This is an optimization exercise on Yosys and OpenROAD, whose aim is small area and a short achievable clock period, not a production implementation. RTL that was checked went through simulation tests only; none was proved equivalent to the original. For runs 1 to 5, only the layout was checked, not whether the RTL still works. Power and IR drop assume default switching activity.

==> flow/flow/run.sh <==
#!/bin/bash
# The standard layout with two changes after the standard synthesis:
# the ports get plain buffers (buf_2), and the delay cells are kept out of
# the buffering that placement and repair do (they are slow buffers).
set -euo pipefail
bash standard.sh synth > synth.log 2>&1
export BUFFER_PORTS_ARGS="-buffer_cell sky130_fd_sc_hd__buf_2"
export DONT_USE_CELLS="sky130_fd_sc_hd__clkdlybuf4s15_1 sky130_fd_sc_hd__clkdlybuf4s15_2 sky130_fd_sc_hd__clkdlybuf4s18_1 sky130_fd_sc_hd__clkdlybuf4s18_2 sky130_fd_sc_hd__clkdlybuf4s25_1 sky130_fd_sc_hd__clkdlybuf4s25_2 sky130_fd_sc_hd__clkdlybuf4s50_1 sky130_fd_sc_hd__clkdlybuf4s50_2 sky130_fd_sc_hd__dlygate4sd1_1 sky130_fd_sc_hd__dlygate4sd2_1 sky130_fd_sc_hd__dlygate4sd3_1 sky130_fd_sc_hd__dlymetal6s2s_1 sky130_fd_sc_hd__dlymetal6s4s_1 sky130_fd_sc_hd__dlymetal6s6s_1"
bash standard.sh > layout.log 2>&1
==> flow/standard.sh <==
#!/bin/bash
# synth_recipe.tcl (not shown) runs the flow's synth.tcl, then flattens the netlist and writes it again
# the make line also repeats each setting of config.mk as NAME=value (left out here)
make -C /OpenROAD-flow-scripts/flow DESIGN_CONFIG=/design/flow/config.mk WORK_HOME=/design/flow/orfs CLKGATE_MAP_FILE= SYNTH_SCRIPT=/design/flow/synth_recipe.tcl "${@:-finish}"
==> flow/config.mk <==
export PLATFORM = sky130hd
export DESIGN_NAME = ARMSIM
export DESIGN_NICKNAME = ARMSIM
export VERILOG_FILES = /design/flow/design.v
export SDC_FILE = /design/flow/constraint.sdc
export NUM_CORES = 4
export LEC_CHECK = 0
export ABC_AREA = 1
export CAP_MARGIN = 75
export CORE_MARGIN = 2
export CORE_UTILIZATION = 40
export SETUP_SLACK_MARGIN = 0.5
export SLEW_MARGIN = 75
==> flow/constraint.sdc <==
create_clock -name core_clock -period 25.0 [get_ports {CLOCK_50}]
set_input_delay 5.0000 -clock core_clock [delete_from_list [all_inputs] [get_ports {CLOCK_50}]]
set_output_delay 5.0000 -clock core_clock [all_outputs]
set_load 0.01 [all_outputs]
==> flow/design.v <==
module ARMSIM(
	input CLOCK_50, rst, fu_EN,
	output[31:0] imem_addr,
	input[31:0] imem_data,
	output dmem_r_en, dmem_w_en,
	output[31:0] dmem_addr, dmem_wdata,
	input[31:0] dmem_rdata,
	output wb_en,
	output[3:0] wb_dest,
	output[31:0] wb_data
);
	wire clk = CLOCK_50;
	function cond_ok;
		input [3:0] c;
		input [3:0] f;  
		begin
			case (c)
				4'b0000: cond_ok = f[2];
				4'b0001: cond_ok = ~f[2];
				4'b0010: cond_ok = f[1];
				4'b0011: cond_ok = ~f[1];
				4'b0100: cond_ok = f[3];
				4'b0101: cond_ok = ~f[3];
				4'b0110: cond_ok = f[0];
				4'b0111: cond_ok = ~f[0];
				4'b1000: cond_ok = f[1] & ~f[2];
				4'b1001: cond_ok = ~f[1] & f[2];
				4'b1010: cond_ok = f[3] == f[0];
				4'b1011: cond_ok = f[3] != f[0];
				4'b1100: cond_ok = ~f[2] & (f[3] == f[0]);
				4'b1101: cond_ok = ~f[2] | (f[3] != f[0]);
				default: cond_ok = 1'b1;
			endcase
		end
	endfunction
	reg [31:0] pc;
	reg [31:0] f_ins;           
	reg [31:0] f_prev;          
	reg f_stall;                
	reg fu_r;                   
	reg [3:0] sr;               
	reg x_wb, x_mr, x_mw, x_br, x_s;    
	reg x_nh;                   
	reg [3:0] x_cond, x_dest;
	reg [31:0] x_a;             
	reg [31:0] x_bv;            
	reg [11:0] x_so;            
	reg [4:0] x_rot;            
	reg x_lsl, x_t11;           
	reg x_los;
	reg x_inv, x_cinc, x_cin1;
	reg x_sum, x_and, x_or, x_xor, x_mov;   
	reg x_fa_mem, x_fb_mem, x_fa_ld, x_fb_ld;
	reg m_wb, m_mr, m_mw, m_sel;
	reg [3:0] m_dest;
	reg [31:0] m_alu, m_st;
	reg w_wb;
	reg [3:0] w_dest;
	reg [31:0] w_val;
	reg [31:0] rf [0:15];
	reg [15:0] rv;              
	wire x_ok = cond_ok(x_cond, sr) & x_nh;
	wire e_wb = x_wb & x_ok;
	wire e_mr = x_mr & x_ok;
	wire e_mw = x_mw & x_ok;
	wire e_br = x_br & x_ok;
	wire e_s  = x_s & x_ok;
	wire [31:0] opa = x_fa_ld ? w_val : x_fa_mem ? m_alu : x_a;
	wire [31:0] opb = x_fb_ld ? w_val : x_fb_mem ? m_alu : x_bv;
	wire [63:0] rot2 = {opb, opb} >> x_rot;
	wire [4:0] sh_n = x_so[11:7];
	reg [31:0] keep;
	integer k;
	always @(*) begin
		for (k = 0; k < 32; k = k + 1)
			keep[k] = x_t11 | (x_lsl ? (k >= sh_n) : (k + sh_n < 32));
	end
	wire [31:0] shv = {x_t11 ? opb[0] : rot2[31], rot2[30:0]} & keep;
	wire [31:0] val2 = x_los ? {20'b0, x_so} : shv;
	wire [31:0] b2 = x_inv ? ~val2 : val2;
	wire cin = x_cin1 | (x_cinc & sr[1]);
	wire [31:0] pg = opa ^ b2;
	wire [31:0] g0 = opa & b2;
	reg [31:0] gg, pp;
	reg [32:0] c;
	integer l, j;
	always @(*) begin
		gg = g0;
		pp = pg;
		for (l = 0; l < 5; l = l + 1)
			for (j = 0; j < 32; j = j + 1)
				if (j & (1 << l)) begin
					gg[j] = gg[j] | (pp[j] & gg[((j >> l) << l) - 1]);
					pp[j] = pp[j] & pp[((j >> l) << l) - 1];
				end
		c = {gg | (pp & {32{cin}}), cin};
	end
	wire [31:0] sum = pg ^ c[31:0];
	wire [31:0] lres = ({32{x_and}} & g0) | ({32{x_or}} & (g0 | pg))
	                 | ({32{x_xor}} & pg) | ({32{x_mov}} & b2);
	wire [31:0] alu = ({32{x_sum}} & sum) | lres;
	wire z_sum = &(~(pg ^ {opa[30:0] | b2[30:0], cin}));
	wire f_z = x_sum ? z_sum : (lres == 32'b0);
	wire f_c = x_sum & (c[32] ^ x_inv);
	wire f_v = x_sum & (c[32] ^ c[31]);
	wire [3:0] flags = {alu[31], f_z, f_c, f_v};
	wire [31:0] ins = f_stall ? f_prev : f_ins;
	wire [1:0] mode = ins[27:26];
	wire [3:0] op = ins[24:21];
	wire i_s = ins[20];
	wire i_imm = ins[25];
	wire [3:0] src1 = ins[19:16];
	wire is_ls = (op == 4'b0100) && (mode == 2'b01);
	wire [3:0] src2 = is_ls ? ins[15:12] : (!i_imm && !ins[4]) ? ins[3:0] : 4'b0;
	wire dp = (mode == 2'b00);
	reg d_wbop;
	always @(*) begin
		case (op)
			4'b1101, 4'b1111, 4'b0100, 4'b0101, 4'b0010, 4'b0110,
			4'b0000, 4'b1100, 4'b0001: d_wbop = 1'b1;
			default: d_wbop = 1'b0;
		endcase
	end
	wire d_wb = (dp & d_wbop) | (is_ls & i_s);
	wire d_mr = is_ls & i_s;
	wire d_mw = is_ls & ~i_s;
	wire d_br = (mode == 2'b10) && (op == 4'b0111);
	wire d_s  = dp & i_s;
	reg d_inv, d_cinc, d_cin1, d_sum, d_and, d_or, d_xor, d_mov;
	always @(*) begin
		{d_inv, d_cinc, d_cin1, d_sum, d_and, d_or, d_xor, d_mov} = 8'b0;
		if (dp) begin
			case (op)
				4'b1101: d_mov = 1'b1;                                 
				4'b1111: begin d_mov = 1'b1; d_inv = 1'b1; end         
				4'b0100: d_sum = 1'b1;                                 
				4'b0101: begin d_sum = 1'b1; d_cinc = 1'b1; end        
				4'b0010, 4'b1010: begin d_sum = 1'b1; d_inv = 1'b1; d_cin1 = 1'b1; end  
				4'b0110: begin d_sum = 1'b1; d_inv = 1'b1; d_cinc = 1'b1; end  
				4'b1100: d_or = 1'b1;                                  
				4'b0001: d_xor = 1'b1;                                 
				default: d_and = 1'b1;                                 
			endcase
		end else begin
			d_sum = 1'b1;  
		end
	end
	wire d_immdp = i_imm & ~is_ls & ~d_br;
	wire [63:0] rimm = {24'b0, ins[7:0], 24'b0, ins[7:0]} >> {ins[11:8], 1'b0};
	wire d_sh0 = d_br | d_immdp;      
	wire [11:0] d_so = (d_sh0 & ~is_ls) ? 12'b0 : ins[11:0];
	wire [4:0] d_rot = (d_so[6:5] == 2'b00) ? 5'd0 - d_so[11:7] :
	                   (d_so[6:5] == 2'b11) ? 5'd0 : d_so[11:7];
	wire [31:0] wbv_n = m_sel ? dmem_rdata : m_alu;
	wire use_b = ~d_sh0 | is_ls;
	wire fa_wb_n  = fu_r & ~d_br & m_wb & (m_dest == src1);
	wire fa_mem_n = fu_r & ~d_br & e_wb & (x_dest == src1) & ~fa_wb_n;
	wire fb_wb_n  = fu_r & use_b & m_wb & (m_dest == src2);
	wire fb_mem_n = fu_r & use_b & e_wb & (x_dest == src2) & ~fb_wb_n;
	wire [15:0] dec1 = 16'b1 << src1;
	wire [15:0] dec2 = 16'b1 << src2;
	wire a_rf = ~d_br & ~fa_wb_n;
	wire b_rf = use_b & ~fb_wb_n;
	reg [31:0] a_n, b_n;
	integer r;
	always @(*) begin
		a_n = ({32{d_br}} & pc)
		    | ({32{fa_wb_n & ~m_sel}} & m_alu)
		    | ({32{a_rf & ~|(dec1 & rv)}} & {28'b0, src1});
		b_n = ({32{d_br}} & {{8{ins[23]}}, ins[23:0]})
		    | ({32{d_immdp}} & rimm[31:0])
		    | ({32{fb_wb_n & ~m_sel}} & m_alu)
		    | ({32{b_rf & ~|(dec2 & rv)}} & {28'b0, src2});
		for (r = 0; r < 16; r = r + 1) begin
			a_n = a_n | ({32{a_rf & dec1[r] & rv[r]}} & rf[r]);
			b_n = b_n | ({32{b_rf & dec2[r] & rv[r]}} & rf[r]);
		end
	end
	wire d_ok_late = cond_ok(ins[31:28], e_s ? flags : sr);
	wire ex1 = (x_dest == src1), ex2 = (x_dest == src2);
	wire me1 = (m_dest == src1), me2 = (m_dest == src2);
	wire haz_early = fu_r ? (e_mr & (ex1 | ex2))
	                      : ((e_wb & (ex1 | (~i_imm & ex2))) | (m_wb & (me1 | (~i_imm & me2))));
	wire haz_k = ~fu_r & i_imm & d_mw & ((e_wb & ex2) | (m_wb & me2));
	wire hazard = haz_early | (haz_k & d_ok_late);
	always @(posedge clk) begin
		fu_r <= fu_EN;
		if (rst)
			pc <= 32'b0;
		else if (!hazard)
			pc <= e_br ? sum : pc + 32'd1;
		f_ins <= (rst || e_br) ? 32'b0 : imem_data;
		f_prev <= ins;
		f_stall <= ~rst & hazard;
		if (rst)
			sr <= 4'b0;
		else if (e_s)
			sr <= flags;
		if (rst || e_br)
			{x_wb, x_mr, x_mw, x_br, x_s} <= 5'b0;
		else
			{x_wb, x_mr, x_mw, x_br, x_s} <= {d_wb, d_mr, d_mw, d_br, d_s};
		x_nh <= ~hazard;
		x_cond <= ins[31:28];
		x_dest <= ins[15:12];
		x_a <= a_n;
		x_bv <= b_n;
		x_so <= d_so;
		x_rot <= d_rot;
		x_lsl <= (d_so[6:5] == 2'b00);
		x_t11 <= (d_so[6:5] == 2'b11);
		x_los <= is_ls;
		{x_inv, x_cinc, x_cin1} <= {d_inv, d_cinc, d_cin1};
		{x_sum, x_and, x_or, x_xor, x_mov} <= {d_sum, d_and, d_or, d_xor, d_mov};
		{x_fa_mem, x_fb_mem} <= {fa_mem_n, fb_mem_n};
		{x_fa_ld, x_fb_ld} <= {fa_wb_n & m_sel, fb_wb_n & m_sel};
		if (rst)
			{m_wb, m_mr, m_mw} <= 3'b0;
		else
			{m_wb, m_mr, m_mw} <= {e_wb, e_mr, e_mw};
		m_sel <= x_mr;
		m_dest <= x_dest;
		m_alu <= alu;
		m_st <= opb;
		if (rst)
			rv <= 16'b0;
		else if (m_wb)
			rv[m_dest] <= 1'b1;
		if (m_wb)
			rf[m_dest] <= wbv_n;
		w_wb <= rst ? 1'b0 : m_wb;
		w_dest <= m_dest;
		w_val <= wbv_n;
	end
	assign imem_addr = pc;
	assign dmem_r_en = m_mr;
	assign dmem_w_en = m_mw;
	assign dmem_addr = m_alu;
	assign dmem_wdata = m_st;
	assign wb_en = w_wb;
	assign wb_dest = w_dest;
	assign wb_data = w_val;
endmodule
==> results.json, run 1 <==
{
  "finalMaxSlewViolations": 0,
  "firstDrtPassIters": 7,
  "relSlewSlack": 0.714,
  "place.gp.congestion": 1.03,
  "ant_nets": 0,
  "setup_viol": 0,
  "cts_max_level": 3,
  "cts_setup_buffers": 0,
  "totalPowerFinal_w": 0.00391,
  "wl_per_cell_um": 29.8,
  "hold_depth": 0,
  "crit_path_max_fanout": 43,
  "synth-edff-count": 512,
  "synth_ff_type": "edfxtp_1",
  "grt_max_degree": 48,
  "worst_pin_slew_ns": 0.425,
  "yosys.area.top_type": "edfxtp_1",
  "area_delta_synth_final_pct": 19.3,
  "io_pins": 202,
  "ys_ff_latch": 841,
  "clockRootBuffer": "clkbuf_16",
  "pre_cts_slack_ns": 18.52,
  "synth.area.top_cells": "edfxtp_1 (36%), dfxtp_1 (15%), nand2_1 (11%), nand3_1 (5.7%), inv_1 (4.5%)",
  "synthArstFlopShare": 0,
  "antenna_found_initial": 18,
  "first_iter_violations": 6701,
  "core_area_um2": 107000,
  "first_global_vias": 38600,
  "cts.sinks": 841,
  "fmax_mhz": 149,
  "ys_warn_count": 1,
  "rsz0062_at_grt": "false",
  "start_kind": "flip-flop",
  "cp.required_ns": 25.65,
  "drc": 0,
  "die_w_um": 333,
  "netlist_area_um2": 43200,
  "wirelength_um": 203000,
  "synth_seq_area_share": 0.509,
  "rows": 120,
  "critPathSlowestCell": "dfxtp_4",
  "cts.clk_slew.worst_paths_ns": 0.06,
  "layout_setup_ws_ns": 18.28,
  "drive_above_1_share": 0.170,
  "fin_crit_ns": 6.72,
  "r2r_start": "x_fb_ld",
  "regToRegSetupSlack_ns": 18.28,
  "critical_path_arrival_ns": 7.38,
  "clk_latency_ns": 0.73,
  "grtUsageTotal": 0.357,
  "vias_per_cell": 6.12,
  "cts_resized": 0,
  "cts_buffers": 89,
  "dpl.hpwl_um": 148000,
  "reg2reg_depth": 39,
  "slowest_delay_ns": 0.55,
  "run_status": "finished clean",
  "synth_top_area_share": 0.356,
  "tns_ns": 0,
  "dieArea_um2": 111000,
  "syn_area_per_cell_um2": 8.46,
  "power-per-cell-area_nw_per_um2": 75.9,
  "p_leak_nw": 20.9,
  "vdd_drop_max_uv": 56.0,
  "grt_pass1_wl_um": 283000,
  "clock_path_buffers": 3,
  "hold_viol": 0,
  "hp-start": "x_mr",
  "ys_types": 69,
  "syn-instance-count": 5101,
  "cts_tree": "done",
  "nets": 5467,
  "start_util": 0.403,
  "min_period_over_period": 0.269,
  "die_h_um": 333,
  "overflow": 0,
  "whs_endpoint": "m_sel",
  "numPortBuffers": 201,
  "cpMostUsedCell": "nand2_1",
  "syn_nets": 5247,
  "reg2reg_to": "pc[18]",
  "endpoint_kind": "flip-flop",
  "criticalPathCategory": "reg -> reg",
  "min_path_type": "reg -> reg",
  "vias": 41700,
  "drv_cap": 0,
  "finalClockSkew_ns": 0.0544,
  "hold_buffers": 0
}
[area by class of cell]
class | count | area [µm²]
sequential | 841 | 22000
antenna | 6 | 15.0
clock buffer | 116 | 2460
inverter | 564 | 2250
tap | 1403 | 1760
fill | 10200 | 55500
clock inverter | 48 | 558
multi-input combinational | 3458 | 19500
timing repair buffer | 367 | 2910
[cell usage in the layout, fill, tap and decap left out, types with 15 or more instances in the layout]
cell	Yosys	layout
a211oi_1	49	37
a21oi_1	148	137
a221oi_1	108	98
and2_1	42	42
buf_12	0	15
buf_2	61	218
buf_4	17	44
buf_6	11	35
buf_8	0	28
clkbuf_1	120	17
clkbuf_16	0	92
clkinv_2	1	17
dfxtp_1	329	276
dfxtp_2	0	48
edfxtp_1	512	512
ha_1	78	77
inv_1	523	495
inv_2	30	30
inv_6	0	18
nand2_1	1234	1200
nand2_2	24	33
nand2_4	1	26
nand3_1	491	489
nand4_1	95	95
nor2_1	355	326
nor2_4	1	18
nor3_1	65	42
nor3_2	1	22
nor4_1	31	20
o2111ai_1	52	48
o211ai_1	58	58
o21ai_0	235	156
o21ai_1	17	48
o21ai_2	4	29
o21ai_4	0	23
o22ai_1	99	99
or2_2	53	53
xnor2_1	22	22
xor2_1	50	47
[per-stage QoR]
step | instance area (µm²) | hold slack [ns] | util | instances
floorplan | 43200 | 0.331 | - | 5101
global placement | 45700 | 0.343 | 0.426 | 6560
detailed placement | 48200 | 0.342 | 0.450 | 6623
CTS | 51200 | 0.350 | 0.478 | 6787
global route | 51500 | 0.353 | 0.481 | 6797
finish | 51500 | 0.349 | 0.481 | 6803
[where the power goes]
group / total, W / switching [W] / internal [W]
Combinational: 0.000779 / 0.000564 / 0.000215
Clock: 0.00139 / 0.000611 / 0.000779
Sequential: 0.00174 / 0.000128 / 0.00161
Total: 0.00391 / 0.00130 / 0.00261
[synth_stat cells, drive strengths merged (2+ instances only)]
cell,count
a2111oi,20
a211oi,50
a21o,3
a21oi,148
a221oi,108
a22o,13
a31o,2
a31oi,16
and2,42
buf,118
clkbuf,120
clkinv,11
dfxtp,329
edfxtp,512
ha,78
inv,553
mux2i,2
nand2,1259
nand3,492
nand4,96
nor2,358
nor3,66
nor3b,2
nor4,32
o2111ai,52
o211ai,59
o21a,2
o21ai,256
o21bai,14
o221ai,22
o22a,2
o22ai,99
o31ai,5
or2,66
or4,9
xnor2,22
xor2,51
[worst max-delay path, delay by kind of cell, from the launching register on]
family / cells / cell delay (ns)
xor+xnor: 1 / 0.21
compound gates: 7 / 1.32
simple gates: 24 / 2.96
fa+ha+maj: 1 / 0.37
buf+inv: 6 / 1.19
flops: 1 / 0.55
[routing by layer]
layer | GRT usage | up-vias | wire length, µm
met5 | 0 | - | 17
met4 | 0.270 | 4 | 17800
met3 | 0.0991 | 769 | 26100
met2 | 0.530 | 3155 | 85700
met1 | 0.442 | 19600 | 73400
li1 | - | 18100 | -
[cells by family (layout without fill, tap and decap cells)]
group                    count (synthesis)  after routing  share of synthesized area
AND/OR/NAND/NOR                       2423           2423                      0.244
AO/OA/AOI/OAI                          881            881                      0.134
flip-flops                             841            841                      0.509
buffers and inverters                  802           1095                     0.0749
adder cells (fa/ha/maj)                 79             79                     0.0231
XOR/XNOR                                73             73                     0.0150
multiplexers                             2              2                   0.000464
other                                    0              6                          0
[state kept, by name, summed over array words and instances, names as in the netlist, 5 cells and up]
signal / count
f_prev: 26
rf: 512
w_val: 32
f_ins: 32
x_a: 32
m_st: 32
rv: 16
x_rot: 5
x_bv: 32
pc: 32
x_so: 12
m_alu: 32
[worst max path at each step]
stage / slack (ns) / to / start
after global placement: 17.73 / pc[13] / x_fb_ld
after CTS: 18.49 / pc[18] / x_fb_mem
after detailed placement: 18.52 / pc[23] / x_fb_mem
final: 18.28 / pc[18] / x_fb_ld
after global routing: 17.79 / pc[21] / x_fb_mem
after floorplan: 19.04 / f_ins[10] / rst
==> run 2, diff against run 1 <==
--- a/flow/config.mk
+++ b/flow/config.mk
@@ -5,7 +5,6 @@
 export SDC_FILE = /design/flow/constraint.sdc
 export NUM_CORES = 4
 export LEC_CHECK = 0
-export ABC_AREA = 1
 export CAP_MARGIN = 75
 export CORE_MARGIN = 2
 export CORE_UTILIZATION = 40
==> run 2 against run 1 <==
  * Still clean
  * Highest routed layer unchanged
  * Setup slack got worse by 1.5 ns
  * Maximum frequency decreased by 18%
  * Sequential share of layout area decreased by 0.56 points
  * Critical endpoint is now pc[16]
==> results.json, run 2 <==
{
  "dieArea_um2": 110000,
  "clockRootBuffer": "clkbuf_16",
  "drc": 0,
  "multi_input_area_um2": 20500,
  "fill_cells": 9301,
  "firstDrtPassIters": 14,
  "overflow": 0,
  "nets": 4222,
  "swShare": 0.310,
  "first_global_vias": 36100,
  "fin_crit_ns": 8.19,
  "ys_warn_count": 1,
  "numPortBuffers": 201,
  "crit_end": "pc[16]",
  "synth_ff_type": "edfxtp_1",
  "fmax_mhz": 122,
  "setup_viol": 0,
  "r2r_start": "x_fb_mem",
  "grt_max_degree": 65,
  "drive_above_1_share": 0.258,
  "min_period_over_period": 0.328,
  "cts_tree": "done",
  "synth_top_area_share": 0.360,
  "layout_setup_ws_ns": 16.81,
  "regArea_um2": 22200,
  "clock_path_buffers": 3,
  "syn_nets": 3985,
  "top_register": "rf",
  "wirelength_um": 204000,
  "crit_family": "compound AO/OA/AOI/OAI gates",
  "wl_per_cell_um": 36.8,
  "clk_latency_ns": 0.71,
  "hold_viol": 0,
  "rows": 119,
  "p_leak_nw": 19.1,
  "syn_area_per_cell_um2": 11.1,
  "drv_cap": 0,
  "syn-instance-count": 3839,
  "wl_met1_um": 70500,
  "start_util": 0.404,
  "ys_ff_latch": 841,
  "p_switching_w": 0.00118,
  "cts.sinks": 841,
  "synth_seq_area_share": 0.514,
  "vias": 38800,
  "grtUsageTotal": 0.363,
  "ant_nets": 0,
  "cts_setup_buffers": 0,
  "reg2reg_to": "pc[16]",
  "synth-edff-count": 512,
  "p_comb_frac": 0.188,
  "cts_max_level": 3,
  "die_h_um": 331,
  "power-per-cell-area_nw_per_um2": 72.6,
  "cts_buffers": 87,
  "pre_cts_slack_ns": 16.85,
  "synth.area.top_cells": "edfxtp_1 (36%), dfxtp_1 (15%), a22oi_1 (4.5%), mux4_2 (4.1%), mux2i_1 (3.2%)",
  "synthArstFlopShare": 0,
  "layout_common_cells": "edfxtp_1 (512), nand2_1 (258), a22oi_1 (253)",
  "cp.required_ns": 25.56,
  "crit_start": "x_fb_mem",
  "regToRegSetupSlack_ns": 16.81,
  "wl_met2_um": 86900,
  "clkPwrFrac": 0.363,
  "critical_path_arrival_ns": 8.75,
  "cts_resized": 0,
  "yosys.area.top_type": "edfxtp_1",
  "antenna_found_initial": 26,
  "relSlewSlack": 0.692,
  "tns_ns": 0,
  "post-synth-top-count-cell": "edfxtp_1",
  "io_pins": 202,
  "fin_hold_ws_ns": 0.357,
  "cts.clk_slew.worst_paths_ns": 0.06,
  "critPathSlowestCell": "clkdlybuf4s50_1",
  "dpl.hpwl_um": 147000,
  "reg2reg_depth": 33,
  "place.gp.congestion": 1.01,
  "start_kind": "flip-flop",
  "grt_pass1_wl_um": 280000,
  "area_delta_synth_final_pct": 22.7,
  "run_status": "finished clean",
  "vias_per_cell": 6.98,
  "die_w_um": 331,
  "ys_types": 90,
  "min_path_type": "reg -> reg",
  "worst_pin_slew_ns": 0.463,
  "finalMaxSlewViolations": 0,
  "cp_num_cells": 33,
  "critPathBufInv": 10,
  "rsz0062_at_grt": "false",
  "slowest_delay_ns": 0.57,
  "vdd_drop_max_uv": 56.1,
  "endpoint_kind": "flip-flop",
  "first_iter_violations": 7837,
  "p_int_w": 0.00263,
  "highest_layer": "met5",
  "synthTopCellsByCount": "edfxtp_1 (512), dfxtp_1 (329), nand2_1 (264)",
  "core_area_um2": 106000,
  "crit_path_max_fanout": 28,
  "hold_buffers": 0,
  "final_common_cell": "edfxtp_1",
  "netlist_area_um2": 42800,
  "hp-start": "x_mr",
  "largest_reg_flops": 512,
  "finalClockSkew_ns": 0.0672,
  "criticalPathCategory": "reg -> reg",
  "wl_met3_um": 30200,
  "p_seq_frac": 0.448
}
run 2: worst min-delay path by stage:
stage	cells past startpoint	to	slack, ns
2_1_floorplan	0	m_sel	0.33
3_3_place_gp	0	m_sel	0.35
3_5_place_dp	0	m_sel	0.35
4_1_cts	0	m_sel	0.36
5_1_grt	0	m_sel	0.37
6_report	0	m_sel	0.36
run 2: layout make-up:
| type | instances | area share |
|---|---|---|
| clock buffers | 120 | 0.0484 |
| clock inverters | 44 | 0.00995 |
| well taps | 1391 | 0.0332 |
| diodes | 13 | 0.000620 |
| flip-flops and latches | 841 | 0.422 |
| repair buffers | 452 | 0.0838 |
| multi-input cells | 2549 | 0.391 |
| inverters | 145 | 0.0108 |
run 2: through the flow:
step,instances,power [W],cell area (µm²),utilization
after floorplan,3839,0.00201,42800,-
after global placement,5225,0.00234,45200,0.427
after detailed placement,5363,0.00240,48900,0.463
after CTS,5527,0.00376,52000,0.492
after global routing,5542,0.00389,52400,0.496
final,5555,0.00381,52500,0.496
run 2: logic make-up after synthesis:
| kind of cell | synth area share |
|---|---|
| AOI/OAI and AO/OA | 0.194 |
| xor gates and xnor gates | 0.0223 |
| adders and majority gates | 0.0233 |
| buffers and inverters | 0.0407 |
| DFF | 0.514 |
| muxes | 0.0971 |
| and+or+nand+nor | 0.109 |
run 2: power groups by stage:
stage / Sequential, W / Combinational, W / Clock [W]
after CTS: 0.00169 / 0.000679 / 0.00139
after global routing: 0.00170 / 0.000742 / 0.00145
after global placement: 0.00172 / 0.000619 / 0
after detailed placement: 0.00172 / 0.000676 / 0
final: 0.00171 / 0.000718 / 0.00138
after floorplan: 0.00166 / 0.000358 / 0
run 2: per-layer routing:
metal,GRT usage,vias to the layer above
met1,0.440,18900
met5,0,-
met3,0.139,874
met4,0.238,26
met2,0.539,3401
li1,-,15600
==> run 3, diff against run 2 <==
--- a/flow/config.mk
+++ b/flow/config.mk
@@ -5,8 +5,10 @@
 export SDC_FILE = /design/flow/constraint.sdc
 export NUM_CORES = 4
 export LEC_CHECK = 0
+export ABC_AREA = 1
 export CAP_MARGIN = 75
 export CORE_MARGIN = 2
 export CORE_UTILIZATION = 40
+export CTS_BUF_LIST = sky130_fd_sc_hd__clkbuf_8
 export SETUP_SLACK_MARGIN = 0.5
 export SLEW_MARGIN = 75
==> run 3 against run 2 <==
  * Still clean
  * Non-clock buffer count down 84
  * Wire length down 0.34%
  * Synthesized cell count up 33%
  * Sequential share of layout area up 0.57 points
  * Sequential cell count unchanged
  * Clock skew down 0.0031 ns
  * Final cell count up 24%
  * Synthesized area up 0.99%
  * Maximum frequency up 22%
  * Die area up 0.98%
  * Hold slack worse by 0.0011 ns
  * Final area down 1.8%
  * Critical path type is now reg -> out
  * Critical endpoint is now dmem_addr[30]
  * Largest cell class unchanged
  * Highest routed layer unchanged
==> results.json, run 3 <==
{
  "run_status": "finished clean",
  "synthTopCellsByCount": "nand2_1 (1,234), inv_1 (523), edfxtp_1 (512)",
  "cts.clk_slew.worst_paths_ns": 0.07,
  "grt_max_degree": 48,
  "yosys.area.top_type": "edfxtp_1",
  "overflow": 0,
  "cts_tree": "done",
  "ys_ff_latch": 841,
  "vias": 41800,
  "ys_warn_count": 1,
  "rows": 120,
  "cts_max_level": 4,
  "critPathBufInv": 1,
  "relSlewSlack": 0.656,
  "start_util": 0.403,
  "core_area_um2": 107000,
  "regArea_um2": 22000,
  "synth_ff_type": "edfxtp_1",
  "critical_path_arrival_ns": 1.69,
  "endpoint_kind": "output port",
  "synth_fa_ha_area_frac": 0.0231,
  "post-synth-top-count-cell": "nand2_1",
  "hold_viol": 0,
  "drive_above_1_share": 0.178,
  "dieArea_um2": 111000,
  "syn-instance-count": 5101,
  "hold_buffers": 0,
  "cts_buffers": 144,
  "power-per-cell-area_nw_per_um2": 74.4,
  "cts_setup_buffers": 0,
  "synth_compound_area_frac": 0.134,
  "finalMaxSlewViolations": 0,
  "synth_top_area_share": 0.356,
  "synth-edff-count": 512,
  "ys_types": 69,
  "numPortBuffers": 201,
  "clk_latency_ns": 0.89,
  "clock_path_buffers": 3,
  "cp_cell_sequence": "buf_2",
  "first_global_vias": 39000,
  "start_kind": "flip-flop",
  "setup_viol": 0,
  "final_common_cell": "nand2_1",
  "crit_family": "flip-flops",
  "r2r_start": "x_fb_mem",
  "final_cell_count_no_fill": 6905,
  "place.gp.congestion": 1.03,
  "top_register": "rf",
  "regToRegSetupSlack_ns": 18.31,
  "ant_nets": 0,
  "synth_xor_area_frac": 0.0150,
  "nets": 5523,
  "fmax_mhz": 149,
  "dp.cells": 6623,
  "die_w_um": 333,
  "vdd_drop_max_uv": 57.2,
  "muxShareOfSynthArea": 0.000464,
  "antenna_found_initial": 21,
  "criticalPathCategory": "reg -> out",
  "fin_crit_ns": 6.69,
  "min_period_over_period": 0.268,
  "rsz0062_at_grt": "false",
  "crit_path_max_fanout": 6,
  "syn_nets": 5247,
  "grtUsageTotal": 0.360,
  "finalClockSkew_ns": 0.0642,
  "slowest_delay_ns": 0.57,
  "cts.sinks": 841,
  "critPathSlowestCell": "dfxtp_2",
  "tns_ns": 0,
  "multi_input_area_um2": 19500,
  "p_leak_nw": 21.1,
  "fill_cells": 10300,
  "synthArstFlopShare": 0,
  "synth_seq_area_share": 0.509,
  "clockRootBuffer": "clkbuf_8",
  "grt_pass1_wl_um": 284000,
  "drv_cap": 0,
  "wirelength_um": 204000,
  "largest_reg_flops": 512,
  "io_pins": 202,
  "first_iter_violations": 6609,
  "area_delta_synth_final_pct": 19.3,
  "netlist_area_um2": 43200,
  "crit_start": "m_alu[30]",
  "dpl.hpwl_um": 148000,
  "syn_area_per_cell_um2": 8.46,
  "layout_common_cells": "nand2_1 (1,201), inv_1 (538), edfxtp_1 (512)",
  "synthSimpleGateAreaFrac": 0.244,
  "cts_resized": 0,
  "drc": 0,
  "cp.required_ns": 20.00,
  "vias_per_cell": 6.06,
  "die_h_um": 333,
  "worst_pin_slew_ns": 0.515,
  "synth_top_family_by_area": "simple AND/OR/NAND/NOR gates",
  "min_path_type": "reg -> reg",
  "wl_per_cell_um": 29.5,
  "firstDrtPassIters": 6,
  "hp-start": "x_dest[0]",
  "synth.area.top_cells": "edfxtp_1 (36%), dfxtp_1 (15%), nand2_1 (11%), nand3_1 (5.7%), inv_1 (4.5%)"
}
## run 3: cell count changes after synthesis, sizes merged, moves of 105 or more
cell	before	now
mux2i	137	2
a222oi	134	0
nand3	99	492
o21ai	151	256
nand2	264	1259
inv	140	553
nor2	211	358
clkbuf	248	120
a22oi	255	1
## run 3: layout make-up
cell class,instances,share of cell area
Antenna cell,8,0.000389
Clock inverter,96,0.0129
Clock buffer,167,0.0446
Multi-Input combinational cell,3458,0.379
Tap cell,1403,0.0341
Inverter,564,0.0437
Sequential cell,841,0.428
Timing Repair Buffer,368,0.0570
## run 3: layer usage
metal  GRT usage  part of all wire  up-vias
met2       0.534              0.42     3074
li1            -                 -    18300
met5           0           0.00047        -
met4       0.275             0.089       14
met3       0.103              0.12      793
met1       0.442              0.36    19700
## run 3: logic make-up (layout without fill, tap and decap cells)
| logic type | after synthesis | count (layout) |
|---|---|---|
| mux | 2 | 2 |
| other cells | 0 | 8 |
| simple gates | 2423 | 2423 |
| compound gates | 881 | 881 |
| xor+xnor | 73 | 73 |
| buf+inv | 802 | 1195 |
| fa+ha+maj | 79 | 79 |
| flops | 841 | 841 |
## run 3: path summary, 6_finish.rpt
kind                                      end  cells after the start
worst max register to register         pc[23]                     39
worst min-delay path                m_dest[0]                      0
worst max-delay path            dmem_addr[30]                      1
worst min register to register      m_dest[0]                      0
## run 3: worst reg2reg max path: cells and delay by family (launching register included)
family	cells	cell delay (ns)
flops	1	0.50
compound gates	7	1.32
xor+xnor	1	0.21
buf+inv	6	1.34
simple gates	24	2.91
fa+ha+maj	1	0.36
## run 3: per-stage QoR
| stage | power (W) | cell area (µm²) | utilization | worst slack, ns | hold WS, ns |
|---|---|---|---|---|---|
| CTS | 0.00379 | 51100 | 0.477 | 18.31 | 0.354 |
| detailed placement | 0.00251 | 48200 | 0.450 | 18.52 | 0.342 |
| global placement | 0.00246 | 45700 | 0.426 | 17.73 | 0.343 |
| floorplan | 0.00209 | 43200 | - | 19.04 | 0.331 |
| global route | 0.00393 | 51500 | 0.481 | 17.79 | 0.364 |
| finish | 0.00383 | 51500 | 0.481 | 18.31 | 0.356 |
## run 3: power by group
group / internal, W / total (W) / switching, W
clock network: 0.000688 / 0.00131 / 0.000617
registers: 0.00161 / 0.00174 / 0.000129
logic: 0.000215 / 0.000779 / 0.000564
==> run 4, diff against run 3 <==
--- a/flow/design.v
+++ b/flow/design.v
@@ -50,7 +50,7 @@
 	reg x_los;
 	reg x_inv, x_cinc, x_cin1;
 	reg x_sum, x_and, x_or, x_xor, x_mov;   
-	reg x_fa_mem, x_fb_mem, x_fa_ld, x_fb_ld;
+	reg x_fa_mem, x_fb_mem, x_fa_wb, x_fb_wb;
 	reg m_wb, m_mr, m_mw, m_sel;
 	reg [3:0] m_dest;
 	reg [31:0] m_alu, m_st;
@@ -65,8 +65,8 @@
 	wire e_mw = x_mw & x_ok;
 	wire e_br = x_br & x_ok;
 	wire e_s  = x_s & x_ok;
-	wire [31:0] opa = x_fa_ld ? w_val : x_fa_mem ? m_alu : x_a;
-	wire [31:0] opb = x_fb_ld ? w_val : x_fb_mem ? m_alu : x_bv;
+	wire [31:0] opa = x_fa_wb ? w_val : x_fa_mem ? m_alu : x_a;
+	wire [31:0] opb = x_fb_wb ? w_val : x_fb_mem ? m_alu : x_bv;
 	wire [63:0] rot2 = {opb, opb} >> x_rot;
 	wire [4:0] sh_n = x_so[11:7];
 	reg [31:0] keep;
@@ -159,17 +159,15 @@
 	wire fb_mem_n = fu_r & use_b & e_wb & (x_dest == src2) & ~fb_wb_n;
 	wire [15:0] dec1 = 16'b1 << src1;
 	wire [15:0] dec2 = 16'b1 << src2;
-	wire a_rf = ~d_br & ~fa_wb_n;
-	wire b_rf = use_b & ~fb_wb_n;
+	wire a_rf = ~d_br;
+	wire b_rf = use_b;
 	reg [31:0] a_n, b_n;
 	integer r;
 	always @(*) begin
 		a_n = ({32{d_br}} & pc)
-		    | ({32{fa_wb_n & ~m_sel}} & m_alu)
 		    | ({32{a_rf & ~|(dec1 & rv)}} & {28'b0, src1});
 		b_n = ({32{d_br}} & {{8{ins[23]}}, ins[23:0]})
 		    | ({32{d_immdp}} & rimm[31:0])
-		    | ({32{fb_wb_n & ~m_sel}} & m_alu)
 		    | ({32{b_rf & ~|(dec2 & rv)}} & {28'b0, src2});
 		for (r = 0; r < 16; r = r + 1) begin
 			a_n = a_n | ({32{a_rf & dec1[r] & rv[r]}} & rf[r]);
@@ -213,7 +211,7 @@
 		{x_inv, x_cinc, x_cin1} <= {d_inv, d_cinc, d_cin1};
 		{x_sum, x_and, x_or, x_xor, x_mov} <= {d_sum, d_and, d_or, d_xor, d_mov};
 		{x_fa_mem, x_fb_mem} <= {fa_mem_n, fb_mem_n};
-		{x_fa_ld, x_fb_ld} <= {fa_wb_n & m_sel, fb_wb_n & m_sel};
+		{x_fa_wb, x_fb_wb} <= {fa_wb_n, fb_wb_n};
 		if (rst)
 			{m_wb, m_mr, m_mw} <= 3'b0;
 		else
--- a/flow/config.mk
+++ b/flow/config.mk
@@ -9,6 +9,5 @@
 export CAP_MARGIN = 75
 export CORE_MARGIN = 2
 export CORE_UTILIZATION = 40
-export CTS_BUF_LIST = sky130_fd_sc_hd__clkbuf_8
 export SETUP_SLACK_MARGIN = 0.5
 export SLEW_MARGIN = 75
==> run 4 against run 3 <==
  * Still clean on timing, DRC and antenna
  * Setup slack better by 0.066 ns
  * Clock power up 6%
  * Sequential power about the same
==> results.json, run 4 <==
{
  "numPortBuffers": 201,
  "clockRootBuffer": "clkbuf_16",
  "grtUsageTotal": 0.353,
  "synth_seq_area_share": 0.517,
  "synth-edff-count": 512,
  "yosys.area.top_type": "edfxtp_1",
  "overflow": 0,
  "grt_pass1_wl_um": 274000,
  "min_path_type": "reg -> reg",
  "layout_common_cells": "nand2_1 (1,148), edfxtp_1 (512), nand3_1 (504)",
  "criticalPathCategory": "reg -> reg",
  "die_h_um": 330,
  "ant_nets": 0,
  "nets": 5360,
  "whs_endpoint": "m_dest[0]",
  "clk_latency_ns": 0.70,
  "die_w_um": 330,
  "cts_buffers": 92,
  "first_iter_violations": 6190,
  "start_util": 0.403,
  "synth_top_area_share": 0.362,
  "ys_warn_count": 1,
  "netlist_area_um2": 42400,
  "critical_path_arrival_ns": 7.25,
  "syn-instance-count": 4967,
  "top_register": "rf",
  "hold_buffers": 0,
  "area_delta_synth_final_pct": 20.8,
  "wirelength_um": 196000,
  "cts_tree": "done",
  "tns_ns": 0,
  "dieArea_um2": 109000,
  "synth_ff_type": "edfxtp_1",
  "synthSimpleGateAreaFrac": 0.235,
  "cp.required_ns": 25.63,
  "rows": 119,
  "multi_input_area_um2": 19100,
  "largest_reg_flops": 512,
  "firstDrtPassIters": 6,
  "relSlewSlack": 0.715,
  "post-synth-top-count-cell": "nand2_1",
  "wl_per_cell_um": 29.4,
  "hp-start": "x_dest[0]",
  "ys_types": 56,
  "drc": 0,
  "cts.clk_slew.worst_paths_ns": 0.06,
  "p_leak_nw": 20.6,
  "placed_area_um2": 47700,
  "drive_above_1_share": 0.171,
  "grt_max_degree": 52,
  "cpMostUsedCell": "nand2_1",
  "syn_area_per_cell_um2": 8.54,
  "io_pins": 202,
  "regToRegSetupSlack_ns": 18.37,
  "core_area_um2": 105000,
  "fin_crit_ns": 6.63,
  "synthTopCellsByCount": "nand2_1 (1,170), inv_1 (522), edfxtp_1 (512)",
  "finalMaxSlewViolations": 0,
  "dpl.hpwl_um": 145000,
  "hold_viol": 0,
  "synthArstFlopShare": 0,
  "place.gp.congestion": 1.07,
  "fin_area_um2": 51300,
  "rsz0062_at_grt": "false",
  "min_period_over_period": 0.265,
  "worst_pin_slew_ns": 0.425,
  "synth_compound_area_frac": 0.136,
  "cts.sinks": 841,
  "crit_path_max_fanout": 42,
  "syn_nets": 5113,
  "critPathSlowestCell": "or2_1",
  "fmax_mhz": 151,
  "muxShareOfSynthArea": 0.00106,
  "endpoint_kind": "flip-flop",
  "synth_fa_ha_area_frac": 0.0235,
  "vdd_drop_max_uv": 71.1,
  "vias": 40400,
  "clock_path_buffers": 3,
  "cts_max_level": 3,
  "cts_setup_buffers": 0,
  "drv_cap": 0,
  "finalClockSkew_ns": 0.0417,
  "synth_top_family_by_area": "simple AND/OR/NAND/NOR gates",
  "reg2reg_to": "pc[1]",
  "synth_xor_area_frac": 0.0146,
  "final_common_cell": "nand2_1",
  "antenna_found_initial": 11,
  "totalPowerFinal_w": 0.00393,
  "reg2reg_depth": 37,
  "fill_cells": 9938,
  "first_global_vias": 36900,
  "cts_resized": 0,
  "regArea_um2": 22000,
  "r2r_start": "x_fb_wb",
  "power-per-cell-area_nw_per_um2": 76.6,
  "slowest_delay_ns": 0.42,
  "start_kind": "flip-flop",
  "ys_ff_latch": 841,
  "hold_depth": 0,
  "vias_per_cell": 6.04,
  "synth.area.top_cells": "edfxtp_1 (36%), dfxtp_1 (16%), nand2_1 (10%), nand3_1 (6.0%), inv_1 (4.6%)",
  "setup_viol": 0,
  "run_status": "finished clean"
}
## run 4: cell types whose count changed after synthesis, moves of 18 or more
cell       change
nand2_2       -19
clkbuf_1      +59
buf_2         -23
o2111ai_1     +30
or2_2         -18
o22ai_1       -41
nand2_1       -64
## run 4: metal layers
layer  part of all wire  GRT usage  up-vias
li1                   -          -    17700
met1               0.37      0.452    19500
met2               0.44      0.540     2716
met3               0.12     0.0894      484
met4              0.069      0.211        6
met5            0.00019          0        -
## run 4: worst max-delay path by stage
stage / startpoint / endpoint / slack (ns) / cells past startpoint
2_1_floorplan: rst / x_br / 18.90 / 5
3_3_place_gp: x_rot[0] / pc[30] / 18.18 / 37
3_5_place_dp: x_rot[0] / pc[1] / 18.66 / 38
4_1_cts: m_alu[26] / dmem_addr[26] / 18.53 / 1
5_1_grt: x_fb_wb / pc[30] / 18.04 / 36
6_report: x_fb_wb / pc[1] / 18.37 / 37
## run 4: cell type report
type / instances / share of cell area
antenna: 3 / 0.000146
sequential: 841 / 0.429
inverter: 545 / 0.0412
tap: 1391 / 0.0339
clock inverter: 49 / 0.00866
clock buffer: 121 / 0.0510
multi-input combinational: 3330 / 0.373
timing repair buffer: 404 / 0.0623
## run 4: critical path: cells and delay by family, from the launching register on
kind	cells	cell delay, ns
compound gates	2	0.43
xor+xnor	1	0.23
fa+ha+maj	1	0.32
buf+inv	6	1.18
flops	1	0.33
simple gates	27	3.98
## run 4: cell families after synthesis
logic type | after synthesis
compound gates | 867
xor+xnor | 70
fa+ha+maj | 79
buf+inv | 796
flops | 841
mux | 4
simple gates | 2310
## run 4: power breakdown
group / switching, W / total, W / internal (W)
sequential: 0.000100 / 0.00171 / 0.00161
combinational: 0.000597 / 0.000824 / 0.000227
clock: 0.000593 / 0.00139 / 0.000800
## run 4: metrics by stage
step | setup WS [ns] | instances | utilization | hold slack [ns]
floorplan | 18.90 | 4967 | - | 0.329
global placement | 18.18 | 6424 | 0.430 | 0.371
detailed placement | 18.66 | 6490 | 0.453 | 0.357
CTS | 18.53 | 6660 | 0.482 | 0.370
global route | 18.04 | 6681 | 0.487 | 0.375
finish | 18.37 | 6684 | 0.487 | 0.367
==> run 5, diff against run 4 <==
--- a/flow/config.mk
+++ b/flow/config.mk
@@ -6,8 +6,8 @@
 export NUM_CORES = 4
 export LEC_CHECK = 0
 export ABC_AREA = 1
-export CAP_MARGIN = 75
+export CAP_MARGIN = 60
 export CORE_MARGIN = 2
 export CORE_UTILIZATION = 40
 export SETUP_SLACK_MARGIN = 0.5
-export SLEW_MARGIN = 75
+export SLEW_MARGIN = 60
==> run 5 against run 4 <==
  * Clock power is 6% higher
  * Utilization is 2.1 points lower
  * Final cell count is 1.0% lower
  * First-iteration DRC count is 5.2% lower
  * Critical path depth stayed put
  * Maximum frequency is 4.5% lower
  * Final area is 4.3% lower
  * Largest power group unchanged
  * Synthesized area stayed put
  * Highest routed layer unchanged
  * Hold slack better by 0.012 ns
==> results.json, run 5 <==
{
  "run_status": "finished clean",
  "cts_buffers": 93,
  "first_iter_violations": 5866,
  "layout_setup_ws_ns": 18.06,
  "first_global_vias": 36300,
  "final_cell_count_no_fill": 6615,
  "final_common_cell": "nand2_1",
  "drv_cap": 0,
  "synth_xor_area_frac": 0.0146,
  "grt_pass1_wl_um": 270000,
  "ys_warn_count": 1,
  "yosys.area.top_type": "edfxtp_1",
  "top_register": "rf",
  "dp.cells": 6435,
  "vias": 39700,
  "start_util": 0.403,
  "synth.area.top_cells": "edfxtp_1 (36%), dfxtp_1 (16%), nand2_1 (10%), nand3_1 (6.0%), inv_1 (4.6%)",
  "clockRootBuffer": "clkbuf_16",
  "min_path_type": "reg -> reg",
  "wirelength_um": 195000,
  "io_pins": 202,
  "fill_cells": 10200,
  "synthSimpleGateAreaFrac": 0.235,
  "finalMaxSlewViolations": 0,
  "synth_seq_area_share": 0.517,
  "cts_max_level": 3,
  "clk_latency_ns": 0.72,
  "area_delta_synth_final_pct": 15.7,
  "syn-instance-count": 4967,
  "setup_viol": 0,
  "rows": 119,
  "ys_ff_latch": 841,
  "tns_ns": 0,
  "critPathSlowestCell": "nand4_1",
  "crit_path_max_fanout": 33,
  "cts.clk_slew.worst_paths_ns": 0.06,
  "synth_top_family_by_area": "simple AND/OR/NAND/NOR gates",
  "dieArea_um2": 109000,
  "drive_above_1_share": 0.125,
  "cts.sinks": 841,
  "die_h_um": 330,
  "grt_max_degree": 62,
  "synthArstFlopShare": 0,
  "hold_viol": 0,
  "synth_ff_type": "edfxtp_1",
  "criticalPathCategory": "reg -> reg",
  "layout_common_cells": "nand2_1 (1,163), inv_1 (513), edfxtp_1 (512)",
  "muxShareOfSynthArea": 0.00106,
  "cp.required_ns": 25.64,
  "worst_pin_slew_ns": 0.650,
  "finalClockSkew_ns": 0.0569,
  "pre_cts_slack_ns": 18.26,
  "numPortBuffers": 201,
  "vdd_drop_max_uv": 70.0,
  "synth_compound_area_frac": 0.136,
  "synthTopCellsByCount": "nand2_1 (1,170), inv_1 (522), edfxtp_1 (512)",
  "grtUsageTotal": 0.350,
  "place.gp.congestion": 1.07,
  "endpoint_kind": "flip-flop",
  "largest_reg_flops": 512,
  "post-synth-top-count-cell": "nand2_1",
  "fmax_mhz": 144,
  "synth_top_area_share": 0.362,
  "drc": 0,
  "cts_resized": 0,
  "cts_tree": "done",
  "wl_per_cell_um": 29.4,
  "rsz0062_at_grt": "false",
  "start_kind": "flip-flop",
  "p_leak_nw": 19.8,
  "cpMostUsedCell": "nand2_1",
  "fin_crit_ns": 6.94,
  "die_w_um": 330,
  "core_area_um2": 105000,
  "relSlewSlack": 0.564,
  "syn_area_per_cell_um2": 8.54,
  "hold_buffers": 0,
  "dpl.hpwl_um": 141000,
  "power-per-cell-area_nw_per_um2": 80.5,
  "ant_nets": 0,
  "fin_hold_ws_ns": 0.379,
  "slowest_delay_ns": 0.48,
  "nets": 5290,
  "netlist_area_um2": 42400,
  "firstDrtPassIters": 6,
  "ys_types": 56,
  "cts_setup_buffers": 0,
  "clock_path_buffers": 3,
  "vias_per_cell": 6.01,
  "overflow": 0,
  "antenna_found_initial": 14,
  "synth_fa_ha_area_frac": 0.0235,
  "synth-edff-count": 512,
  "min_period_over_period": 0.278,
  "critical_path_arrival_ns": 7.58,
  "syn_nets": 5113
}
[run 5: cell counts after synthesis]
Identical to the previous run, type by type.
[run 5: cells by family (layout without fill, tap and decap cells)]
| kind of cell | Yosys count | in the layout |
|---|---|---|
| compound gates | 867 | 867 |
| flops | 841 | 841 |
| simple gates | 2310 | 2310 |
| fa+ha+maj | 79 | 79 |
| mux | 4 | 4 |
| xor+xnor | 70 | 70 |
| other cells | 0 | 3 |
| buf+inv | 796 | 1050 |
[run 5: cell type report]
type	count	area, µm²	area share
clock inverter	64	822	0.0167
multi-input combinational	3330	18000	0.366
tap	1391	1740	0.0355
sequential	841	22000	0.448
clock buffer	108	2410	0.0492
inverter	545	2060	0.0420
antenna	3	7.51	0.000153
timing repair buffer	333	2100	0.0427
[run 5: worst paths after layout]
path	startpoint	to	slack [ns]	depth (start not counted)
setup / recovery	x_rot[0]	pc[1]	18.06	37
hold / removal	x_dest[0]	m_dest[0]	0.38	0
setup reg to reg	x_rot[0]	pc[1]	18.06	37
hold reg to reg	x_dest[0]	m_dest[0]	0.38	0
[run 5: critical path, delay by kind of cell (launching register included)]
kind	cells	cell delay, ns
AOI/OAI and AO/OA	2	0.36
xor gates and xnor gates	1	0.21
and+or+nand+nor	25	3.86
adders and majority gates	1	0.32
DFF	1	0.30
buffers and inverters	8	1.75
[run 5: stage by stage]
stage          instance area (µm²)   util  total power [W]
2_1_floorplan                42400      -          0.00207
3_3_place_gp                 45200  0.430          0.00246
3_5_place_dp                 45700  0.434          0.00247
4_1_cts                      49000  0.465          0.00392
5_1_grt                      49100  0.466          0.00405
6_report                     49100  0.466          0.00395
[run 5: routing by layer]
layer / vias up / global-route usage / routed length (µm)
met5: - / 0.00913 / 189
met4: 10 / 0.217 / 13700
met3: 443 / 0.0868 / 22900
met2: 2577 / 0.526 / 84300
met1: 19100 / 0.453 / 73600
li1: 17600 / - / -
[run 5: report_power, final]
part	internal (W)	total, W	leakage, nW	switching (W)
combinational	0.000202	0.000779	10.9	0.000577
sequential	0.00161	0.00171	7.36	0.000101
clock	0.000855	0.00147	1.56	0.000611
total	0.00266	0.00395	19.8	0.00129
==> run 6, diff against run 5 <==
--- a/flow/design.v
+++ b/flow/design.v
@@ -174,19 +174,21 @@
 			b_n = b_n | ({32{b_rf & dec2[r] & rv[r]}} & rf[r]);
 		end
 	end
-	wire d_ok_late = cond_ok(ins[31:28], e_s ? flags : sr);
 	wire ex1 = (x_dest == src1), ex2 = (x_dest == src2);
 	wire me1 = (m_dest == src1), me2 = (m_dest == src2);
 	wire haz_early = fu_r ? (e_mr & (ex1 | ex2))
 	                      : ((e_wb & (ex1 | (~i_imm & ex2))) | (m_wb & (me1 | (~i_imm & me2))));
 	wire haz_k = ~fu_r & i_imm & d_mw & ((e_wb & ex2) | (m_wb & me2));
-	wire hazard = haz_early | (haz_k & d_ok_late);
+	wire haz_e = haz_early | (haz_k & ~e_s & cond_ok(ins[31:28], sr));
+	wire haz_l = haz_k & e_s & cond_ok(ins[31:28], flags);
+	wire hazard = haz_e | haz_l;
+	wire [31:0] pc_h = haz_e ? pc : e_br ? sum : pc + 32'd1;
 	always @(posedge clk) begin
 		fu_r <= fu_EN;
 		if (rst)
 			pc <= 32'b0;
-		else if (!hazard)
-			pc <= e_br ? sum : pc + 32'd1;
+		else
+			pc <= haz_l ? pc : pc_h;
 		f_ins <= (rst || e_br) ? 32'b0 : imem_data;
 		f_prev <= ins;
 		f_stall <= ~rst & hazard;
--- a/flow/config.mk
+++ b/flow/config.mk
@@ -6,8 +6,8 @@
 export NUM_CORES = 4
 export LEC_CHECK = 0
 export ABC_AREA = 1
-export CAP_MARGIN = 60
+export CAP_MARGIN = 75
 export CORE_MARGIN = 2
 export CORE_UTILIZATION = 40
 export SETUP_SLACK_MARGIN = 0.5
-export SLEW_MARGIN = 60
+export SLEW_MARGIN = 75
==> run 6 against run 5 <==
  * Die area increased by 1.0%
  * Largest power group unchanged
  * Utilization rose by 1.7 points
  * Hold slack got worse by 0.019 ns
  * Register-to-register slack gained 0.51 ns
  * Via count increased by 2.5%
  * Combinational power up 37%
  * Sequential cell count did not move
==> results.json, run 6 <==
{
  "run_status": "finished clean",
  "multi_input_area_um2": 19300,
  "grtUsageTotal": 0.344,
  "tns_ns": 0,
  "vdd_drop_max_uv": 53.6,
  "ys_warn_count": 1,
  "synth.area.top_cells": "edfxtp_1 (36%), dfxtp_1 (15%), nand2_1 (9.9%), nand3_1 (5.9%), inv_1 (5.0%)",
  "cts_buffers": 91,
  "yosys.area.top_type": "edfxtp_1",
  "clock_path_buffers": 3,
  "drc": 0,
  "rsz0062_at_grt": "false",
  "firstDrtPassIters": 6,
  "slowest_delay_ns": 0.55,
  "cp_cell_sequence": "buf_2",
  "place.gp.congestion": 1.00,
  "regArea_um2": 22000,
  "vias_per_cell": 6.02,
  "crit_family": "flip-flops",
  "clk_latency_ns": 0.70,
  "fmax_mhz": 155,
  "final_util": 0.484,
  "synth_ff_type": "edfxtp_1",
  "critPathBufInv": 1,
  "finalMaxSlewViolations": 0,
  "synth_top_area_share": 0.359,
  "nets": 5427,
  "endpoint_kind": "output port",
  "cts.sinks": 841,
  "ys_types": 66,
  "cp.required_ns": 20.00,
  "clockRootBuffer": "clkbuf_16",
  "fill_cells": 10100,
  "hold_viol": 0,
  "syn-instance-count": 5031,
  "syn_area_per_cell_um2": 8.52,
  "first_iter_violations": 5944,
  "die_h_um": 331,
  "layout_common_cells": "nand2_1 (1,103), inv_1 (543), edfxtp_1 (512)",
  "cts_tree": "done",
  "numPortBuffers": 201,
  "hp-start": "x_dest[1]",
  "syn_nets": 5177,
  "hold_depth": 0,
  "io_pins": 202,
  "reg2reg_depth": 37,
  "synthTopCellsByCount": "nand2_1 (1,127), inv_1 (576), edfxtp_1 (512)",
  "reg2reg_to": "pc[29]",
  "synth_seq_area_share": 0.512,
  "drive_above_1_share": 0.168,
  "cts_resized": 0,
  "power-per-cell-area_nw_per_um2": 81.7,
  "core_area_um2": 107000,
  "start_util": 0.402,
  "final_common_cell": "nand2_1",
  "netlist_area_um2": 42900,
  "finalClockSkew_ns": 0.0341,
  "whs_endpoint": "m_dest[1]",
  "top_register": "rf",
  "ys_ff_latch": 841,
  "rows": 120,
  "fin_crit_ns": 6.47,
  "min_path_type": "reg -> reg",
  "first_global_vias": 37700,
  "relSlewSlack": 0.717,
  "r2r_start": "x_fb_mem",
  "critPathSlowestCell": "dfxtp_1",
  "synthArstFlopShare": 0,
  "setup_viol": 0,
  "synth-edff-count": 512,
  "wl_per_cell_um": 28.9,
  "worst_pin_slew_ns": 0.424,
  "area_delta_synth_final_pct": 20.4,
  "regToRegSetupSlack_ns": 18.57,
  "vias": 40700,
  "largest_reg_flops": 512,
  "overflow": 0,
  "criticalPathCategory": "reg -> out",
  "wirelength_um": 195000,
  "grt_pass1_wl_um": 273000,
  "dpl.hpwl_um": 144000,
  "p_leak_nw": 20.9,
  "antenna_found_initial": 16,
  "crit_path_max_fanout": 3,
  "hold_buffers": 0,
  "critical_path_arrival_ns": 1.47,
  "final_cell_count_no_fill": 6764,
  "start_kind": "flip-flop",
  "dp.cells": 6582,
  "min_period_over_period": 0.259,
  "grt_max_degree": 66,
  "drv_cap": 0,
  "post-synth-top-count-cell": "nand2_1",
  "pre_cts_slack_ns": 18.64,
  "cts_max_level": 3,
  "cts.clk_slew.worst_paths_ns": 0.07,
  "ant_nets": 0,
  "dieArea_um2": 110000,
  "layout_setup_ws_ns": 18.54,
  "totalPowerFinal_w": 0.00422,
  "cts_setup_buffers": 0,
  "die_w_um": 331
}
[run 6: cell count changes after synthesis, moves of 41 or more]
cell / change
nand2_1: -43
inv_1: +54
o21ai_0: +47
o2111ai_1: -41
nor2_1: -55
[run 6: logic make-up after synthesis]
| family | Yosys count | share of synthesized area |
|---|---|---|
| adders and majority gates | 79 | 0.0232 |
| buffers and inverters | 857 | 0.0778 |
| and+or+nand+nor | 2252 | 0.231 |
| muxes | 2 | 0.000467 |
| xor gates and xnor gates | 82 | 0.0168 |
| DFF | 841 | 0.512 |
| AOI/OAI and AO/OA | 918 | 0.139 |
[run 6: worst register-to-register path, delay by kind of cell (launching register included)]
| kind | cells | cell delay (ns) |
|---|---|---|
| adder cells (fa/ha/maj) | 1 | 0.39 |
| AO/OA/AOI/OAI | 4 | 0.91 |
| flip-flops | 1 | 0.32 |
| AND/OR/NAND/NOR | 26 | 3.75 |
| buffers and inverters | 6 | 0.99 |
[run 6: worst max-delay path by stage]
stage	from	slack (ns)	cells past startpoint	end
after floorplan	rst	19.18	5	pc[10]
after global placement	rst	17.49	4	x_mw
after detailed placement	x_fb_mem	18.64	37	pc[27]
after CTS	pc[0]	18.53	1	imem_addr[0]
after global routing	x_fb_mem	18.02	37	pc[27]
final	m_alu[12]	18.54	1	dmem_addr[12]
[run 6: layout make-up]
| type | count | area share |
|---|---|---|
| Antenna cell | 4 | 0.000194 |
| Clock buffer | 126 | 0.0510 |
| Sequential cell | 841 | 0.426 |
| Clock inverter | 43 | 0.00846 |
| Inverter | 609 | 0.0461 |
| Tap cell | 1403 | 0.0340 |
| Timing Repair Buffer | 405 | 0.0603 |
| Multi-Input combinational cell | 3333 | 0.374 |
[run 6: metal layers]
metal	share of wire	vias to the layer above	GRT usage
met2	0.44	2642	0.536
met4	0.073	16	0.218
li1	-	18000	-
met3	0.11	561	0.0752
met5	0.00059	-	0
met1	0.37	19500	0.434
[run 6: report_power, final]
group	switching (W)	total [W]	internal, W
clock	0.000591	0.00140	0.000811
sequential	0.0000995	0.00175	0.00165
combinational	0.000771	0.00107	0.000300
total	0.00146	0.00422	0.00276
[run 6: metrics by stage]
stage | hold WS [ns] | area (µm²)
after floorplan | 0.329 | 42900
after global placement | 0.361 | 45700
after detailed placement | 0.359 | 48100
after CTS | 0.355 | 51200
after global routing | 0.365 | 51600
final | 0.360 | 51600
==> run 7, diff against run 6 <==
--- a/flow/config.mk
+++ b/flow/config.mk
@@ -8,6 +8,6 @@
 export ABC_AREA = 1
 export CAP_MARGIN = 75
 export CORE_MARGIN = 2
-export CORE_UTILIZATION = 40
+export CORE_UTILIZATION = 50
 export SETUP_SLACK_MARGIN = 0.5
 export SLEW_MARGIN = 75
==> run 7 against run 6 <==
  * Clock power grew 4%
  * Global-route usage grew 7.2 points
  * Total power grew 0.74%
  * First-iteration DRC count grew 2.0%
  * Via count shrank 0.37%
  * Critical path depth is the same
  * Utilization grew 12 points
  * Final cell count shrank 3.9%
  * Die area shrank 20%
==> results.json, run 7 <==
{
  "run_status": "finished clean",
  "clk_latency_ns": 0.71,
  "crit_path_max_fanout": 3,
  "wl_per_cell_um": 29.0,
  "min_period_over_period": 0.258,
  "grt.met3_usage": 0.0890,
  "drv_cap": 0,
  "min_path_type": "reg -> reg",
  "cts_buffers": 92,
  "clock_path_buffers": 3,
  "drc": 0,
  "die_h_um": 297,
  "cp.required_ns": 20.00,
  "fin_area_um2": 51300,
  "io_pins": 202,
  "cts.sinks": 841,
  "top_usage_layer": "met2",
  "ys_ff_latch": 841,
  "ys_warn_count": 1,
  "synthTopCellsByCount": "nand2_1 (1,127), inv_1 (576), edfxtp_1 (512)",
  "grt_pass1_wl_um": 265000,
  "grt_util_met2": 0.628,
  "cp_cell_sequence": "buf_2",
  "synth-edff-count": 512,
  "vias": 40600,
  "hold_buffers": 0,
  "final_common_cell": "nand2_1",
  "rsz0062_at_grt": "false",
  "clockRootBuffer": "clkbuf_16",
  "p_leak_nw": 20.9,
  "syn-instance-count": 5031,
  "hold_viol": 0,
  "cts.clk_slew.worst_paths_ns": 0.07,
  "antenna_found_initial": 16,
  "cts_tree": "done",
  "critical_path_arrival_ns": 1.46,
  "tns_ns": 0,
  "firstDrtPassIters": 8,
  "area_delta_synth_final_pct": 19.8,
  "place.gp.congestion": 1.04,
  "start_kind": "flip-flop",
  "drive_above_1_share": 0.167,
  "core_area_um2": 85000,
  "start_util": 0.504,
  "crit_family": "flip-flops",
  "finalClockSkew_ns": 0.0447,
  "die_w_um": 297,
  "grtUsageMet1": 0.555,
  "synth.area.top_cells": "edfxtp_1 (36%), dfxtp_1 (15%), nand2_1 (9.9%), nand3_1 (5.9%), inv_1 (5.0%)",
  "largest_reg_flops": 512,
  "vdd_drop_max_uv": 77.0,
  "vias_per_cell": 6.24,
  "wirelength_um": 188000,
  "slowest_delay_ns": 0.57,
  "numPortBuffers": 201,
  "endpoint_kind": "output port",
  "dpl.hpwl_um": 139000,
  "fmax_mhz": 155,
  "first_iter_violations": 6065,
  "ys_types": 66,
  "nets": 5420,
  "synth_ff_type": "edfxtp_1",
  "setup_viol": 0,
  "critPathBufInv": 1,
  "cts_max_level": 3,
  "placed_area_um2": 47600,
  "fin_crit_ns": 6.46,
  "relSlewSlack": 0.719,
  "dieArea_um2": 88100,
  "ant_nets": 0,
  "rows": 107,
  "synth_seq_area_share": 0.512,
  "cts_resized": 0,
  "syn_area_per_cell_um2": 8.52,
  "yosys.area.top_type": "edfxtp_1",
  "layout_common_cells": "nand2_1 (1,110), inv_1 (543), edfxtp_1 (512)",
  "power-per-cell-area_nw_per_um2": 82.8,
  "criticalPathCategory": "reg -> out",
  "critPathSlowestCell": "dfxtp_1",
  "netlist_area_um2": 42900,
  "totalPowerFinal_w": 0.00425,
  "finalMaxSlewViolations": 0,
  "cts_setup_buffers": 0,
  "worst_pin_slew_ns": 0.421,
  "grt_max_degree": 66,
  "first_global_vias": 36500,
  "overflow": 0,
  "synthArstFlopShare": 0,
  "post-synth-top-count-cell": "nand2_1",
  "syn_nets": 5177,
  "synth_top_area_share": 0.359,
  "grtUsageTotal": 0.416,
  "top_register": "rf"
}
run 7: cell counts after synthesis:
No cell type changed its count.
run 7: logic make-up (layout without fill, tap and decap cells):
family | Yosys count | after routing | share of synthesized area
AND/OR/NAND/NOR | 2252 | 2252 | 0.231
AO/OA/AOI/OAI | 918 | 918 | 0.139
buffers and inverters | 857 | 1180 | 0.0778
flip-flops | 841 | 841 | 0.512
XOR/XNOR | 82 | 82 | 0.0168
adder cells (fa/ha/maj) | 79 | 79 | 0.0232
multiplexers | 2 | 2 | 0.000467
other | 0 | 5 | 0
run 7: cell type report:
cell class / instances / area (µm²)
clock inverter: 63 / 731
timing repair buffer: 397 / 3030
fill: 7384 / 33700
clock buffer: 111 / 2490
inverter: 609 / 2380
sequential: 841 / 22000
multi-input combinational: 3333 / 19300
antenna: 5 / 12.5
tap: 1144 / 1430
run 7: through the flow:
step	worst slack, ns	utilization	hold WS [ns]	cells
finish	18.54	0.604	0.359	6503
global route	18.46	0.604	0.370	6498
CTS	18.54	0.598	0.359	6484
detailed placement	18.82	0.560	0.351	6310
global placement	17.45	0.533	0.340	6251
floorplan	19.18	-	0.329	5031
run 7: layer usage:
metal  vias up  wire (µm)
met5         -         84
met4        14      12900
met3       511      22400
met2      2736      82100
met1     19300      71000
li1      18000          -
run 7: power by group:
part | internal [W] | leakage, nW | switching (W)
sequential | 0.00165 | 7.38 | 0.000114
clock | 0.000842 | 1.57 | 0.000604
combinational | 0.000299 | 12.0 | 0.000744
run 7: path summary, 6_finish.rpt:
kind / startpoint / endpoint / slack [ns] / cells after the start
min: x_mr / m_sel / 0.36 / 0
min reg2reg: x_mr / m_sel / 0.36 / 0
max: m_alu[17] / dmem_addr[17] / 18.54 / 1
max reg2reg: x_fb_wb / pc[29] / 18.95 / 36
run 7: worst register-to-register path: cells and delay by family (launching register included):
kind                       cells  cell delay, ns
and+or+nand+nor               25            3.85
buffers and inverters          6            0.86
AOI/OAI and AO/OA              4            0.79
DFF                            1            0.30
adders and majority gates      1            0.19

[re-timing with driven ports]
No port has a modelled driver above. Below, the same layouts with a new extraction and two added sets of constraints.
Step 1: set_driving_cell puts a clkbuf_16 on CLOCK_50 and a buf_2 on each other input, an assumption about the parent block.
Step 2 moves the port delays by t, midway between the first and last clock arrival at a register: inputs arrive t later, outputs are due t later. That takes back most of the time a late clock gives input paths.
a / b / c = ideal ports / drivers / drivers and shift; a / b = the first two.
run | shift t [ns] | setup slack, ns | worst slew at a driven data input, ns | pins driven straight from the clock port
run 1 | 0.770 | 18.279 / 18.279 / 18.279 | 0.04 | 1
run 2 | 0.744 | 16.810 / 16.810 / 16.810 | 0.04 | 1
run 3 | 0.944 | 18.308 / 18.229 / 18.310 | 0.04 | 1
run 4 | 0.750 | 18.373 / 18.373 / 18.373 | 0.05 | 1
run 5 | 0.756 | 18.058 / 18.058 / 18.058 | 0.05 | 1
run 6 | 0.750 | 18.535 / 18.466 / 18.572 | 0.08 | 1
run 7 | 0.760 | 18.542 / 18.466 / 18.911 | 0.04 | 1
After both steps every run listed still meets setup and hold.
